This design comes from an exercise in tuning for small area on the open sky130 flow, not from production work. The RTL was checked by simulation tests, not by an equivalence proof against the original design. Power figures rest on the tool's default switching activity, not on a simulated workload.

`design.v`:
```
module irig(input         clk,
            input         rst,
            input         irigb,
            output        pps,
            output reg [5:0]  ts_second,
            output reg [5:0]  ts_minute,
            output reg [4:0]  ts_hour,
            output reg [8:0]  ts_day,
            output reg [6:0]  ts_year,
            output reg [16:0] ts_sec_day,
            output [3:0]  state);
    localparam [16:0] CYCLES_ZERO = 17'd19000,
                      CYCLES_ONE  = 17'd49000,
                      CYCLES_MARK = 17'd79000;
    localparam ST_UNLOCKED = 4'd0, ST_PRELOCK = 4'd1, ST_START = 4'd2,
               ST_SECOND = 4'd3, ST_MINUTE = 4'd4, ST_HOUR = 4'd5,
               ST_DAY = 4'd6, ST_DAY2 = 4'd7, ST_YEAR = 4'd8,
               ST_UNUSED1 = 4'd9, ST_UNUSED2 = 4'd10,
               ST_SEC_DAY = 4'd11, ST_SEC_DAY2 = 4'd12;
    reg [16:0] cnt;
    reg        irigb_last, irigb_last2;
    always @(posedge clk) begin
        cnt <= irigb_last ? cnt + {16'd0, irigb} : 17'd0;
        if (rst) begin
            irigb_last  <= 1'b0;
            irigb_last2 <= 1'b0;
        end else begin
            irigb_last  <= irigb;
            irigb_last2 <= irigb_last;
        end
    end
    wire fall  = irigb_last2 & ~irigb_last;
    wire ge0   = cnt >= CYCLES_ZERO;
    wire ge1   = cnt >= CYCLES_ONE;
    wire ge2   = cnt >= CYCLES_MARK;
    wire mark  = fall & ge2;
    wire d1    = fall & ge1 & ~ge2;
    wire data  = fall & ge0 & ~ge2;
    reg [3:0] st, nst;
    reg       pps_gate, pps_en;
    reg [3:0] icnt;    
    always @(posedge clk) begin
        if (mark)
            icnt <= 4'd0;
        else if (data)
            icnt <= icnt + 4'd1;
        if (rst) begin
            st <= ST_UNLOCKED;
            pps_gate <= 1'b0;
        end else begin
            st <= nst;
            pps_gate <= pps_en;
        end
    end
    always @(*) begin
        nst = st;
        pps_en = 1'b0;
        case (st)
          ST_UNLOCKED: if (mark) nst = ST_PRELOCK;
          ST_PRELOCK:  if (mark) nst = ST_SECOND; else if (data) nst = ST_UNLOCKED;
          ST_START: begin
              pps_en = 1'b1;
              if (mark) nst = ST_SECOND; else if (data) nst = ST_UNLOCKED;
          end
          ST_SECOND:   if (mark) nst = ST_MINUTE;
          ST_MINUTE:   if (mark) nst = ST_HOUR;
          ST_HOUR:     if (mark) nst = ST_DAY;
          ST_DAY:      if (mark) nst = ST_DAY2;
          ST_DAY2:     if (mark) nst = ST_YEAR;
          ST_YEAR:     if (mark) nst = ST_UNUSED1;
          ST_UNUSED1:  if (mark) nst = ST_UNUSED2;
          ST_UNUSED2:  if (mark) nst = ST_SEC_DAY;
          ST_SEC_DAY:  if (mark) nst = ST_SEC_DAY2;
          ST_SEC_DAY2: if (mark) begin nst = ST_START; pps_en = 1'b1; end
          default: ;
        endcase
    end
    wire finish = mark & (st == ST_SEC_DAY2);
    wire clr    = rst | finish;
    reg opb, opc;
    always @(posedge clk) begin
        opb <= d1 & ~rst;
        opc <= opb & ~rst;
    end
    wire [3:0] pa = icnt;              
    wire [3:0] pb = icnt - 4'd1;       
    wire [3:0] ia = {1'b0, pa[2:0] - 3'd5};    
    wire [3:0] ib = {1'b0, pb[2:0] - 3'd5};
    reg [8:0] g;
    reg       bit_ok;
    always @(*) begin
        g = 9'd0;
        if (st == ST_DAY2) begin
            if (d1  && pa < 4'd2) g = 9'd1 << (pa[0] + 4'd2);
            if (opb && pb < 4'd2) g = 9'd1 << (pb[0] + 4'd5);
            if (opc && pb < 4'd2) g = 9'd1 << (pb[0] + 4'd6);
        end else begin
            if (d1)  g = (pa < 4'd4) ? (9'd1 << pa[1:0]) : (pa == 4'd4) ? 9'd0 : (9'd1 << (ia + 4'd1));
            if (opb) g = (pb < 4'd5) ? 9'd0 : (9'd1 << (ib + 4'd3));
        end
        bit_ok = 1'b1;
        if (st == ST_MINUTE && ((d1 && pa == 4'd8) || (opb && pb == 4'd8))) bit_ok = 1'b0;
        if (st == ST_HOUR && ((d1 && pa >= 4'd8) || (opb && pb >= 4'd8))) bit_ok = 1'b0;
    end
    wire [8:0] gm = g & {9{bit_ok}};
    reg [5:0]  sec_i;
    reg [5:0]  min_i;
    reg [4:0]  hour_i;
    reg [8:0]  day_i;
    reg [6:0]  year_i;
    reg [16:0] sbs_i;
    function [8:0] inc9(input [8:0] q, input [8:0] s);
        integer k;
        reg t;
        begin
            t = 1'b0;
            for (k = 0; k < 9; k = k + 1) begin
                t = s[k] | (t & q[k-1 < 0 ? 0 : k-1]);
                inc9[k] = q[k] ^ t;
            end
        end
    endfunction
    wire e_sec  = st == ST_SECOND;
    wire e_min  = st == ST_MINUTE;
    wire e_hour = st == ST_HOUR;
    wire e_day  = st == ST_DAY || st == ST_DAY2;
    wire e_year = st == ST_YEAR;
    wire [8:0] sec_n  = inc9({3'd0, sec_i},  gm & {9{e_sec}});
    wire [8:0] min_n  = inc9({3'd0, min_i},  gm & {9{e_min}});
    wire [8:0] hour_n = inc9({4'd0, hour_i}, gm & {9{e_hour}});
    wire [8:0] day_n  = inc9(day_i,          gm & {9{e_day}});
    wire [8:0] year_n = inc9({2'd0, year_i}, gm & {9{e_year}});
    wire [4:0]  sbs_pos = (st == ST_SEC_DAY2) ? {1'b0, icnt} + 5'd9 : {1'b0, icnt};
    wire        sbs_en  = d1 & (st == ST_SEC_DAY || st == ST_SEC_DAY2);
    wire [16:0] sbs_hit = {16'd0, sbs_en} << sbs_pos;
    always @(posedge clk) begin
        sec_i  <= sec_n[5:0]  & {6{~clr}};
        min_i  <= min_n[5:0]  & {6{~clr}};
        hour_i <= hour_n[4:0] & {5{~clr}};
        day_i  <= day_n       & {9{~clr}};
        year_i <= year_n[6:0] & {7{~clr}};
        sbs_i  <= (sbs_i | sbs_hit) & {17{~clr}};
    end
    wire ld   = finish & ~rst;
    wire hold = ~finish & ~rst;
    always @(posedge clk) begin
        ts_second  <= ({6{ld}}  & sec_i)  | ({6{hold}}  & ts_second);
        ts_minute  <= ({6{ld}}  & min_i)  | ({6{hold}}  & ts_minute);
        ts_hour    <= ({5{ld}}  & hour_i) | ({5{hold}}  & ts_hour);
        ts_day     <= ({9{ld}}  & day_i)  | ({9{hold}}  & ts_day);
        ts_year    <= ({7{ld}}  & year_i) | ({7{hold}}  & ts_year);
        ts_sec_day <= ({17{ld}} & sbs_i)  | ({17{hold}} & ts_sec_day);
    end
    assign pps   = irigb & pps_gate;
    assign state = st;
endmodule
```
`run.sh`:
```
#!/bin/bash
# synth_recipe.tcl (not shown) runs the flow's synth.tcl, then flattens the netlist and writes it again
# the make line also repeats each setting of config.mk as NAME=value (left out here)
make -C /OpenROAD-flow-scripts/flow DESIGN_CONFIG=/design/flow/config.mk WORK_HOME=/design/flow/orfs CLKGATE_MAP_FILE= SYNTH_SCRIPT=/design/flow/synth_recipe.tcl finish
```
`config.mk`:
```
export PLATFORM = sky130hd
export DESIGN_NAME = irig
export DESIGN_NICKNAME = irig
export VERILOG_FILES = /design/flow/design.v
export SDC_FILE = /design/flow/constraint.sdc
export NUM_CORES = 4
export LEC_CHECK = 0
export CAP_MARGIN = 20
export CORE_MARGIN = 2
export CORE_UTILIZATION = 40
export SLEW_MARGIN = 20
```
`constraint.sdc`:
```
create_clock -name core_clock -period 10.0 [get_ports {clk}]
set_input_delay 2.0000 -clock core_clock [delete_from_list [all_inputs] [get_ports {clk}]]
set_output_delay 2.0000 -clock core_clock [all_outputs]
set_load 0.01 [all_outputs]
```
==> metrics list, run 1 <==
* Layer with the highest usage: met2
* Yosys top cell by area: sky130_fd_sc_hd__dfxtp_1
- Counting every sink on the clock net gives 130.
* Fmax achieved: 161 MHz
- Seq cells post-synth: 130
- Number of input and output port buffers inserted: 57
- Synthesized area per cell: approximately 8.4 sq um
- Max Transition Viols Final: 0
* Vias in the first global route: 5052
* CTS tree: done
- Buffers inserted during post-CTS setup optimization: 0
- Critical Setup Path Class: reg2reg
- For this run, the share of the core covered by cells in the final layout is 0.483.
* Synth async-reset ratio: 0
* Result of the run: finished clean
- Once placement finished, the instance area stood at 6840 sq um.
* Worst Tran Pin Value: roughly 1.1 ns
* Maximum number of pins on one net before global-route repair: 65
- Count of synthesis-stage warnings from yosys: 1
* Layout cell share with drive strength beyond 1: 0.0589
* Detailed-route wire length per cell: 16.4 microns
* Chip width: 129 microns
* Die ar.: 16600 sq um
* Worst slew margin: 0.261
* Clock Path Buffers: 2
- Placement row count: between 40 and 50
- At the worst endpoint, the arrival time is 6.49 ns.
- The repair_antennas step left the layout with diodes totalling 0.
- Setup repair after global routing left no endpoint under its margin.
* Maximum fanout along the worst path: 20
- Setup violations remaining at the end of the flow were counted as 0.
- In this design, the critical path's most frequently occurring cell is sky130_fd_sc_hd__ha_1.
- After the last flow step, the layout net total stands at between 800 and 900.
- Worst-case vdd ir drop: about 0.11 mV
- Wire length of the first global-routing pass: around 26 mm
- For this design the ratio of total power to cell area is 148 nW/um^2.
- For this run, the register share of the synthesized area comes to 0.418.
* Post-synthesis net count: 780
- In the global route stage, met2 resource usage came out at 0.326.
- Maximum cell stage delay along the critical path: 0.74 ns
- For met1 alone, demand over resource in global routing was 0.257.
* Y dimension of the die: about 130 microns
* Element type at the critical path start: register
* Sum of negative setup slack: 0 ns
- Overall power after layout: 0.00109 W
- Post-detailed-routing wire length: around 16 mm
- Pin placement for this block handled 58 I/O pins.
* Data required time of the critical path: about 10 ns
* Length of the first detailed-routing pass in iterations: 5
- Excluding fillers, the count of instances in the completed layout stands at around 970.
* Root buf cell: sky130_fd_sc_hd__clkbuf_16
- The share of synthesized area in the top cell type comes to 0.418.
- For this design the static power due to leakage is about 3.0 nW.
- Placer congestion estimate: roughly 0.90
- The later pin in the worst-skew pair is clocked with a latency of 0.42 ns.
- By area the synthesized netlist is led by sky130_fd_sc_hd__dfxtp_1 (42%), sky130_fd_sc_hd__nand2_1 (7.8%), sky130_fd_sc_hd__ha_1 (7.6%), sky130_fd_sc_hd__a21oi_1 (6.8%), sky130_fd_sc_hd__and3_1 (3.5%).
- Post-synthesis instance total: roughly 740
* Number of synthesized flops with an enable pin: 0
- Initial detailed-routing violation count: around 350
- Post-route design area: roughly 7300 sq um
- Area growth from synthesis to layout: 17.9%
- Clock H-tree levels: 4
- Detailed-route vias per instance: between 5 and 6
- Once detailed placement completed, the half-perimeter wirelength came to about 11 mm.
- Counting the buffers created by CTS gives 17.
- Post-synth cell types: 70
* Worst setup skew after layout: ~0.0074 ns
- In this run, post-CTS hold repair placed 0 buffers.
- Final period demand of the worst path: approximately 6.2 ns
- The mapped netlist covers roughly 6200 sq um.
- Number of antenna violations at the first check in global routing: 0
- Fill cells in the final layout number between 1.5k and 2k.
- Initial cell density of the core: 0.410
* GR Util met3: 0.0416
- Total overflow reported by the global router: 0
- Floorplan Core Area: ~15000 sq um
* Hold crit path type: reg2reg
- Synth Flop Type: sky130_fd_sc_hd__dfxtp_1
* Vias: roughly 5.3k
* PostCTS Resize Cnt: 0
- For this run, design rule violations remaining after detail routing come to 0.
- Once detail routing completed, the nets flagged for antenna violations numbered 0.
- Global routing usage summed across all routing layers: 0.201
* Post-Place Cells: 941
- The slowest stage of the critical path is the sky130_fd_sc_hd__dfxtp_1 cell.
* Crit path capture type: register
- The number of endpoints with negative hold slack in the final report came to 0.
- Clock-pin slew was measured on the worst setup and hold paths at around 0.060 ns.
- Final clock period utilization by the worst path: 0.619
- Across the run, the number of max-cap violations was 0.
[area by class of cell]
cell class,instances,area [sq um],share of cell area
timing repair buffer,61,596,0.0811
clock buffer,20,437,0.0595
inverter,13,48.8,0.00665
tap,188,235,0.0320
sequential,130,2600,0.355
multi-input combinational,549,3350,0.457
clock inverter,8,67.6,0.00921
[state kept, by name, summed over array words and instances (netlist names)]
| name | flops |
|---|---|
| hour_i | 5 |
| ts_sec_day | 17 |
| irigb_last | 1 |
| irigb_last2 | 1 |
| year_i | 7 |
| ts_year | 7 |
| ts_minute | 6 |
| ts_second | 6 |
| sec_i | 6 |
| opc | 1 |
| opb | 1 |
| day_i | 9 |
| st | 4 |
| ts_day | 9 |
| pps_gate | 1 |
| ts_hour | 5 |
| min_i | 6 |
| icnt | 4 |
| sbs_i | 17 |
| cnt | 17 |
[power breakdown]
group,switching (W),internal [W]
Sequential,0.00000299,0.000519
Combinational,0.0000116,0.00000450
Clock,0.000217,0.000332
[per-layer routing]
metal  wire length [microns]  share of wire
met5                       0              0
met4                     458          0.029
met3                     533          0.034
met2                    7400           0.47
met1                    7480           0.47
[worst max-delay path: cells and delay by family (launching register included)]
kind / cells / cell delay [ns]
AOI/OAI and AO/OA: 10 / 2.03
adders and majority gates: 9 / 1.85
DFF: 1 / 0.74
xor gates and xnor gates: 2 / 0.58
buffers and inverters: 1 / 0.50
and+or+nand+nor: 3 / 0.37
[cell usage after synthesis (2+ instances only)]
library cell	count
sky130_fd_sc_hd__dfxtp_1	130
sky130_fd_sc_hd__buf_6	5
sky130_fd_sc_hd__a211oi_1	3
sky130_fd_sc_hd__o21ai_0	10
sky130_fd_sc_hd__o21a_1	2
sky130_fd_sc_hd__a31oi_1	2
sky130_fd_sc_hd__clkbuf_1	33
sky130_fd_sc_hd__and2_1	19
sky130_fd_sc_hd__o21bai_1	2
sky130_fd_sc_hd__nor3b_1	2
sky130_fd_sc_hd__a21o_1	17
sky130_fd_sc_hd__a2111oi_0	2
sky130_fd_sc_hd__buf_4	2
sky130_fd_sc_hd__nor3_1	13
sky130_fd_sc_hd__xor2_1	5
sky130_fd_sc_hd__buf_2	6
sky130_fd_sc_hd__o211a_1	2
sky130_fd_sc_hd__o31ai_1	7
sky130_fd_sc_hd__a211o_1	3
sky130_fd_sc_hd__ha_1	38
sky130_fd_sc_hd__or4_1	2
sky130_fd_sc_hd__nand3_1	17
sky130_fd_sc_hd__nand2b_1	3
sky130_fd_sc_hd__nor2b_1	10
sky130_fd_sc_hd__nor2_1	53
sky130_fd_sc_hd__nand4_1	6
sky130_fd_sc_hd__o2bb2ai_1	2
sky130_fd_sc_hd__a32oi_1	2
sky130_fd_sc_hd__nand2_1	129
sky130_fd_sc_hd__a21oi_1	85
sky130_fd_sc_hd__a31o_1	2
sky130_fd_sc_hd__a21boi_0	4
sky130_fd_sc_hd__o22ai_1	4
sky130_fd_sc_hd__xnor2_1	16
sky130_fd_sc_hd__a31o_2	5
sky130_fd_sc_hd__or2_2	2
sky130_fd_sc_hd__inv_1	12
sky130_fd_sc_hd__and3_1	35
sky130_fd_sc_hd__or3_1	8
sky130_fd_sc_hd__a32o_1	3
sky130_fd_sc_hd__nor4_1	6
sky130_fd_sc_hd__a221o_1	2
[path summary, 6_finish.rpt]
kind / startpoint / endpoint / slack, ns / cells past startpoint
max: icnt[0]$_SDFFE_PP0P_ / day_i[8]$_DFF_P_ / 3.81 / 25
min: ts_sec_day[9]$_DFF_P_ / ts_sec_day[9]$_DFF_P_ / 0.45 / 2
max reg2reg: icnt[0]$_SDFFE_PP0P_ / day_i[8]$_DFF_P_ / 3.81 / 25
min reg2reg: ts_sec_day[9]$_DFF_P_ / ts_sec_day[9]$_DFF_P_ / 0.45 / 2
[stage by stage]
stage	setup WS [ns]	hold WS [ns]
global placement	4.07	0.439
CTS	3.92	0.449
floorplan	4.73	0.436
global route	3.48	0.462
detailed placement	3.92	0.444
finish	3.81	0.446
[logic make-up (layout without fill, tap and decap cells)]
kind of cell               count (synthesis)  in the layout  synth area share
AOI/OAI and AO/OA                        174            174             0.185
xor gates and xnor gates                  22             22            0.0332
adders and majority gates                 38             38            0.0764
buffers and inverters                     60            102            0.0448
DFF                                      130            130             0.418
muxes                                      1              1           0.00181
and+or+nand+nor                          314            314             0.241
[cell usage in the layout (no fill, tap or decap), types with 10 or more instances in the layout]
cell type and instances:
sky130_fd_sc_hd__a21o_1 17, sky130_fd_sc_hd__and3_1 35, sky130_fd_sc_hd__and2_1 19, sky130_fd_sc_hd__nor3_1 13, sky130_fd_sc_hd__inv_1 12, sky130_fd_sc_hd__clkbuf_16 17, sky130_fd_sc_hd__nand3_1 17, sky130_fd_sc_hd__clkdlybuf4s50_1 56
sky130_fd_sc_hd__xnor2_1 16, sky130_fd_sc_hd__dfxtp_1 130, sky130_fd_sc_hd__nand2_1 129, sky130_fd_sc_hd__o21ai_0 10, sky130_fd_sc_hd__nor2b_1 10, sky130_fd_sc_hd__nor2_1 53, sky130_fd_sc_hd__a21oi_1 85, sky130_fd_sc_hd__ha_1 38
==> run 2: changes to the inputs <==
--- a/design.v
+++ b/design.v
@@ -20,7 +20,7 @@
     reg [16:0] cnt;
     reg        irigb_last, irigb_last2;
     always @(posedge clk) begin
-        cnt <= irigb_last ? cnt + {16'd0, irigb} : 17'd0;
+        cnt <= (irigb_last & ~rst) ? cnt + {16'd0, irigb} : 17'd0;
         if (rst) begin
             irigb_last  <= 1'b0;
             irigb_last2 <= 1'b0;
@@ -40,7 +40,7 @@
     reg       pps_gate, pps_en;
     reg [3:0] icnt;    
     always @(posedge clk) begin
-        if (mark)
+        if (mark | rst)
             icnt <= 4'd0;
         else if (data)
             icnt <= icnt + 4'd1;
@@ -77,30 +77,27 @@
     end
     wire finish = mark & (st == ST_SEC_DAY2);
     wire clr    = rst | finish;
-    reg opb, opc;
-    always @(posedge clk) begin
+    wire pre = ~irigb & irigb_last & ge1 & ~ge2;
+    reg opb;
+    always @(posedge clk)
         opb <= d1 & ~rst;
-        opc <= opb & ~rst;
-    end
-    wire [3:0] pa = icnt;              
-    wire [3:0] pb = icnt - 4'd1;       
-    wire [3:0] ia = {1'b0, pa[2:0] - 3'd5};    
-    wire [3:0] ib = {1'b0, pb[2:0] - 3'd5};
+    wire [3:0] p  = icnt;                        
+    wire [3:0] ia = {1'b0, p[2:0] - 3'd5};       
     reg [8:0] g;
     reg       bit_ok;
     always @(*) begin
         g = 9'd0;
         if (st == ST_DAY2) begin
-            if (d1  && pa < 4'd2) g = 9'd1 << (pa[0] + 4'd2);
-            if (opb && pb < 4'd2) g = 9'd1 << (pb[0] + 4'd5);
-            if (opc && pb < 4'd2) g = 9'd1 << (pb[0] + 4'd6);
+            if (pre && p < 4'd2) g = 9'd1 << (p[0] + 4'd2);
+            if (d1  && p < 4'd2) g = 9'd1 << (p[0] + 4'd5);
+            if (opb && (icnt == 4'd1 || icnt == 4'd2)) g = 9'd1 << (icnt[1:0] + 4'd5);
         end else begin
-            if (d1)  g = (pa < 4'd4) ? (9'd1 << pa[1:0]) : (pa == 4'd4) ? 9'd0 : (9'd1 << (ia + 4'd1));
-            if (opb) g = (pb < 4'd5) ? 9'd0 : (9'd1 << (ib + 4'd3));
+            if (pre) g = (p < 4'd4) ? (9'd1 << p[1:0]) : (p == 4'd4) ? 9'd0 : (9'd1 << (ia + 4'd1));
+            if (d1)  g = (p < 4'd5) ? 9'd0 : (9'd1 << (ia + 4'd3));
         end
         bit_ok = 1'b1;
-        if (st == ST_MINUTE && ((d1 && pa == 4'd8) || (opb && pb == 4'd8))) bit_ok = 1'b0;
-        if (st == ST_HOUR && ((d1 && pa >= 4'd8) || (opb && pb >= 4'd8))) bit_ok = 1'b0;
+        if (st == ST_MINUTE && p == 4'd8) bit_ok = 1'b0;
+        if (st == ST_HOUR && p >= 4'd8) bit_ok = 1'b0;
     end
     wire [8:0] gm = g & {9{bit_ok}};
     reg [5:0]  sec_i;
@@ -130,9 +127,10 @@
     wire [8:0] hour_n = inc9({4'd0, hour_i}, gm & {9{e_hour}});
     wire [8:0] day_n  = inc9(day_i,          gm & {9{e_day}});
     wire [8:0] year_n = inc9({2'd0, year_i}, gm & {9{e_year}});
-    wire [4:0]  sbs_pos = (st == ST_SEC_DAY2) ? {1'b0, icnt} + 5'd9 : {1'b0, icnt};
-    wire        sbs_en  = d1 & (st == ST_SEC_DAY || st == ST_SEC_DAY2);
-    wire [16:0] sbs_hit = {16'd0, sbs_en} << sbs_pos;
+    wire [15:0] dec     = 16'd1 << icnt;
+    wire        sd1     = d1 & (st == ST_SEC_DAY);
+    wire        sd2     = d1 & (st == ST_SEC_DAY2);
+    wire [16:0] sbs_hit = ({1'b0, dec} & {17{sd1}}) | ({dec[7:0], 9'd0} & {17{sd2}});
     always @(posedge clk) begin
         sec_i  <= sec_n[5:0]  & {6{~clr}};
         min_i  <= min_n[5:0]  & {6{~clr}};
==> metrics list, run 2 <==
* Result of the run: finished clean
- Cell with the largest stage delay on the worst path: sky130_fd_sc_hd__clkdlybuf4s50_1
* Post-Syn Area: 6200 sq um (-0.36%)
* Yosys top cell by area: sky130_fd_sc_hd__dfxtp_1
* Max Transition Viols Final: 0 (unchanged)
* Synthesized area per cell: 8.44 sq um (+0.18%)
- Grouping stages by cell kind, the critical path spends the most delay in compound AO/OA/AOI/OAI gates.
- Top library cells by usage in the layout, fill and taps aside: sky130_fd_sc_hd__nand2_1 (133), sky130_fd_sc_hd__dfxtp_1 (129), sky130_fd_sc_hd__a21oi_1 (79), sky130_fd_sc_hd__clkdlybuf4s50_1 (56), sky130_fd_sc_hd__nor2_1 (49)
- The number of port buffers is 57 (unchanged).
* Post-Place Cells: 941 (unchanged)
* Leakage component of the power: 2.87 nW (-4.8%)
- Worst Tran Pin Value: 0.821 ns (-0.279 ns)
* Unrepaired setup endpoints after global routing: no
- Count of synthesis-stage warnings from yosys: 1 (unchanged)
- Post-Synth Simple-Gate Area: 0.229 (-0.0122)
- Final period demand of the worst path: 6.43 ns (+0.234 ns)
* Share of synthesized area occupied by flip-flops and latches: 0.416 (-0.00171)
- Die ar.: 16500 sq um (-0.35%)
- Crit path capture type: register
- The pin count of the biggest net entering global routing is 62 (-4.6%).
- Worst setup skew after layout: 0.00791 ns (+0.000462 ns)
- The async set-or-reset flop fraction in the synthesized netlist came to 0 (unchanged).
* Buffers inserted during post-CTS setup optimization: 0 (unchanged)
* Post-synthesis share of cell area spent on xor and xnor gates: 0.0268 (-0.00633)
- Filler cell count in the final layout: 1451 (-3.7%)
* Most common cell after layout, fill and taps aside: sky130_fd_sc_hd__nand2_1
* Placement row count: 45 (unchanged)
- Final worst slack: 3.57 ns (-0.234 ns)
- Net Switching: 0.000238 W (+2.7%)
* Maximum fanout along the worst path: 5 (-75%)
- CP most frequent cell: sky130_fd_sc_hd__ha_1
- The length of the first detailed-routing pass in iterations is 5 (unchanged).
- The leftover overflow at the end of global routing was 0 (unchanged).
- The cell depth of the worst min-delay path was 2 (unchanged).
- Portion of total power attributed to combinational logic: 0.010 (-0.005)
- The required time of the critical path was 10.33 ns (+0.03 ns).
- Share of synthesized area spent on multiplexers: 0.00807 (+0.00626)
- The placeable core area came to 15200 sq um (unchanged).
* Largest regs: cnt (17), sbs_i (17), ts_sec_day (17)
- Seq cells post-synth: 129 (-0.77%)
- By area, the combinational part of the netlist is dominated by simple AND/OR/NAND/NOR gates.
- The total setup violations reported at the end of the flow came to 0 (unchanged).
* Post-detailed-routing wire length: 14.9 mm (-6.2%)
- The sequential power share was 0.462 (-0.018).
- Path depth of the worst reg2reg path: 29 (+16%)
* Number of synthesized flops with an enable pin: 0 (unchanged)
- The clock edge transition at the registers on the reported setup and hold paths was 0.06 ns (about the same).
- Combined buffer and inverter count along the critical path: 2 (+1)
* Count of final hold-check violations: 0 (unchanged)
- Clock net sink count: 129 (-0.77%)
- The data arrival time of the critical path is 6.76 ns (+0.27 ns).
- TritonCTS built the clock tree.
* Cell with the most instances after synthesis: sky130_fd_sc_hd__nand2_1
* Wire length of the first global-routing pass: 25.0 mm (-3.8%)
* Post-route design area: 7430 sq um (+1.2%)
- The number of maximum-capacitance violations was 0 (unchanged).
* Detailed-route vias per instance: 5.45 (-0.42%)
- The area fraction in compound gates after synthesis came to 0.190 (+0.00531).
- Vias in the first global route: 5113 (+1.2%)
- The fraction of power spent switching nets came to 0.213 (+0.000314).
* Root buf cell: sky130_fd_sc_hd__clkbuf_16
* Critical Setup Path Class: in2reg
- Post-synth top area share: 0.416 (-0.00171)
- Hold crit path type: reg2reg
* Y dimension of the die: 129 microns (-0.17%)
- Register-to-register setup slack: 3.74 ns (-0.07 ns)
- The number of remaining DRC errors came to 0 (unchanged).
* Post-synthesis net count: 780 (unchanged)
- Worst Min Path Start: ts_sec_day[15]$_DFF_P_
- The number of diodes is 0 (unchanged).
* Placed Area: 6840 sq um (unchanged)
- Total CTS buffers: 17 (unchanged)
- The deepest clock path buffer count came to 2 (unchanged).
- Layout cell share with drive strength beyond 1: 0.0738 (+0.0149)
- The final-layout setup total negative slack is 0 ns (unchanged).
- Placed wire-length estimate: 10.5 mm (-5.8%)
- Place WS: 3.13 ns (-0.787 ns)
- The layout net count was 818 (+0.62%).
- The synthesized instance count is 735 (-0.54%).
- Compared with the post-synthesis result, the final layout area differs by 19.7%.
- The relative max-transition margin was 0.453 (+0.192).
- After synthesis, the most frequently instantiated cells are sky130_fd_sc_hd__nand2_1 (134), sky130_fd_sc_hd__dfxtp_1 (129), sky130_fd_sc_hd__a21oi_1 (79).
- The total I/O pin count is 58 (unchanged).
- Worst-case vdd ir drop: 0.105 mV (-4.7%)
- Hold bufs inserted after CTS: 0 (unchanged)
- The count of unique library cells instantiated by Yosys came to 65 (-7.1%).
- Post-DRT Antenna Nets: 0 (unchanged)
- The largest stage delay on the critical path was 0.50 ns (-0.24 ns).
* PostCTS Resize Cnt: 0 (unchanged)
* Detailed-route wire length per cell: 15.3 microns (-6.7%)
* Post-route non-filler standard cell count: 974 (+0.52%)
- Synth Flop Type: sky130_fd_sc_hd__dfxtp_1
* Chip width: 129 microns (-0.17%)
- In this run the critical register-to-register path is captured at day_i[8]$_DFF_P_.
* Initial cell density of the core: 0.408 (-0.00148)
* Vias: 5313 (+0.094%)
* Power density relative to cell area: 150 nW/um^2 (+1.4%)
- Hold Crit Endpoint: ts_sec_day[15]$_DFF_P_
- The total global routing track utilization was 0.188 (-0.0130).
* Clock H-tree levels: 4 (unchanged)
* Crit Reg-Reg Startpoint: icnt[0]$_SDFFE_PP0P_
- Final worst hold slack: 0.452 ns (+0.00554 ns)
* Number of antenna violations at the first check in global routing: 0 (unchanged)
- STA classifies the critical path startpoint as an input port.
- The internal power component came to 0.000878 W (+2.5%).
* Share of power burned in the clock network: 0.528 (+0.023)
- Final clock period utilization by the worst path: 0.643 (+0.0234)
- The violation count after the first detailed-routing iteration was 332 (-4.6%).
* Placer congestion estimate: 0.876 (-3.1%)
* Cells taking the most area after synthesis: sky130_fd_sc_hd__dfxtp_1 (42%), sky130_fd_sc_hd__ha_1 (8.5%), sky130_fd_sc_hd__nand2_1 (8.1%), sky130_fd_sc_hd__a21oi_1 (6.4%), sky130_fd_sc_hd__and3_1 (3.4%)
- Fmax achieved: 156 MHz (-3.6%)
* Later-pin clock latency in the skew report: 0.41 ns (about the same)
- Area share of fa/ha/maj cells after synthesis: 0.0847 (+0.00834)
## run 2: cells by family after synthesis
| kind of cell | Yosys count |
|---|---|
| flops | 129 |
| compound gates | 176 |
| buf+inv | 62 |
| xor+xnor | 19 |
| simple gates | 302 |
| fa+ha+maj | 42 |
| mux | 5 |
## run 2: how the worst max path moves through the flow
stage,startpoint,endpoint,slack [ns],cells past startpoint
floorplan,irigb,day_i[8]$_DFF_P_,4.13,25
global placement,irigb,day_i[8]$_DFF_P_,3.25,26
detailed placement,irigb,day_i[8]$_DFF_P_,3.13,26
CTS,irigb,day_i[8]$_DFF_P_,3.55,26
global route,irigb,day_i[8]$_DFF_P_,3.13,26
finish,irigb,day_i[8]$_DFF_P_,3.57,26
## run 2: layer usage
layer	GRT usage	share of wire
met5	0	0
met4	0.0607	0.015
met3	0.0491	0.049
met2	0.289	0.45
met1	0.257	0.48
## run 2: final cells by class
type	instances	area, sq um	area share
Multi-Input combinational cell	544	3350	0.451
Sequential cell	129	2580	0.348
Tap cell	188	235	0.0317
Timing Repair Buffer	63	614	0.0827
Clock buffer	20	467	0.0628
Clock inverter	12	110	0.0148
Inverter	18	67.6	0.00910
## run 2: worst reg2reg max path, delay by kind of cell, from the launching register on
family	cells	cell delay, ns
fa+ha+maj	9	1.85
flops	1	0.60
simple gates	3	0.48
compound gates	14	2.53
buf+inv	2	0.43
xor+xnor	1	0.30
## run 2: stage by stage
step	power (W)	util
2_1_floorplan	0.000535	-
3_3_place_gp	0.000538	0.450
3_5_place_dp	0.000538	0.450
4_1_cts	0.00113	0.488
5_1_grt	0.00116	0.488
6_report	0.00112	0.488
## run 2: power groups by stage
stage / logic [W] / clock network (W) / registers, W
2_1_floorplan: 0.00000870 / 0 / 0.000526
3_3_place_gp: 0.0000115 / 0 / 0.000526
3_5_place_dp: 0.0000117 / 0 / 0.000526
4_1_cts: 0.0000118 / 0.000604 / 0.000515
5_1_grt: 0.0000128 / 0.000629 / 0.000515
6_report: 0.0000117 / 0.000589 / 0.000515

what the ideal ports hide:
In the flow no input, the clock included, has a driving cell. The finished layouts below were timed again as built, in two steps.
Step 1 (the two cells are an assumption about what drives the block):
set clk [get_ports {clk}]
set_driving_cell -lib_cell sky130_fd_sc_hd__clkbuf_16 $clk
set_driving_cell -lib_cell sky130_fd_sc_hd__buf_2 [delete_from_list [all_inputs] $clk]
Step 2 also shifts input and output timing later by t, the mid clock arrival at the registers, as if the neighbouring blocks saw the same clock.
a / b / c = ideal ports / drivers / drivers and shift; a / b = the first two.
run | shift t [ns] | setup WS [ns] | worst hold slack (ns) | worst register clock-pin slew, ns | worst slew at a driven data input, ns
run 1 | 0.458 | 3.806 / 3.806 / 3.806 | 0.446 / 0.446 / 0.446 | 0.06 / 0.06 | 0.03
run 2 | 0.450 | 3.572 / 3.587 / 3.137 | 0.452 / 0.452 / 0.452 | 0.06 / 0.06 | 0.03
After both steps setup and hold are still met in every run listed. The setup slack of run 2, which loses most, moves by +0.015 ns with the drivers and by -0.435 ns with both steps.
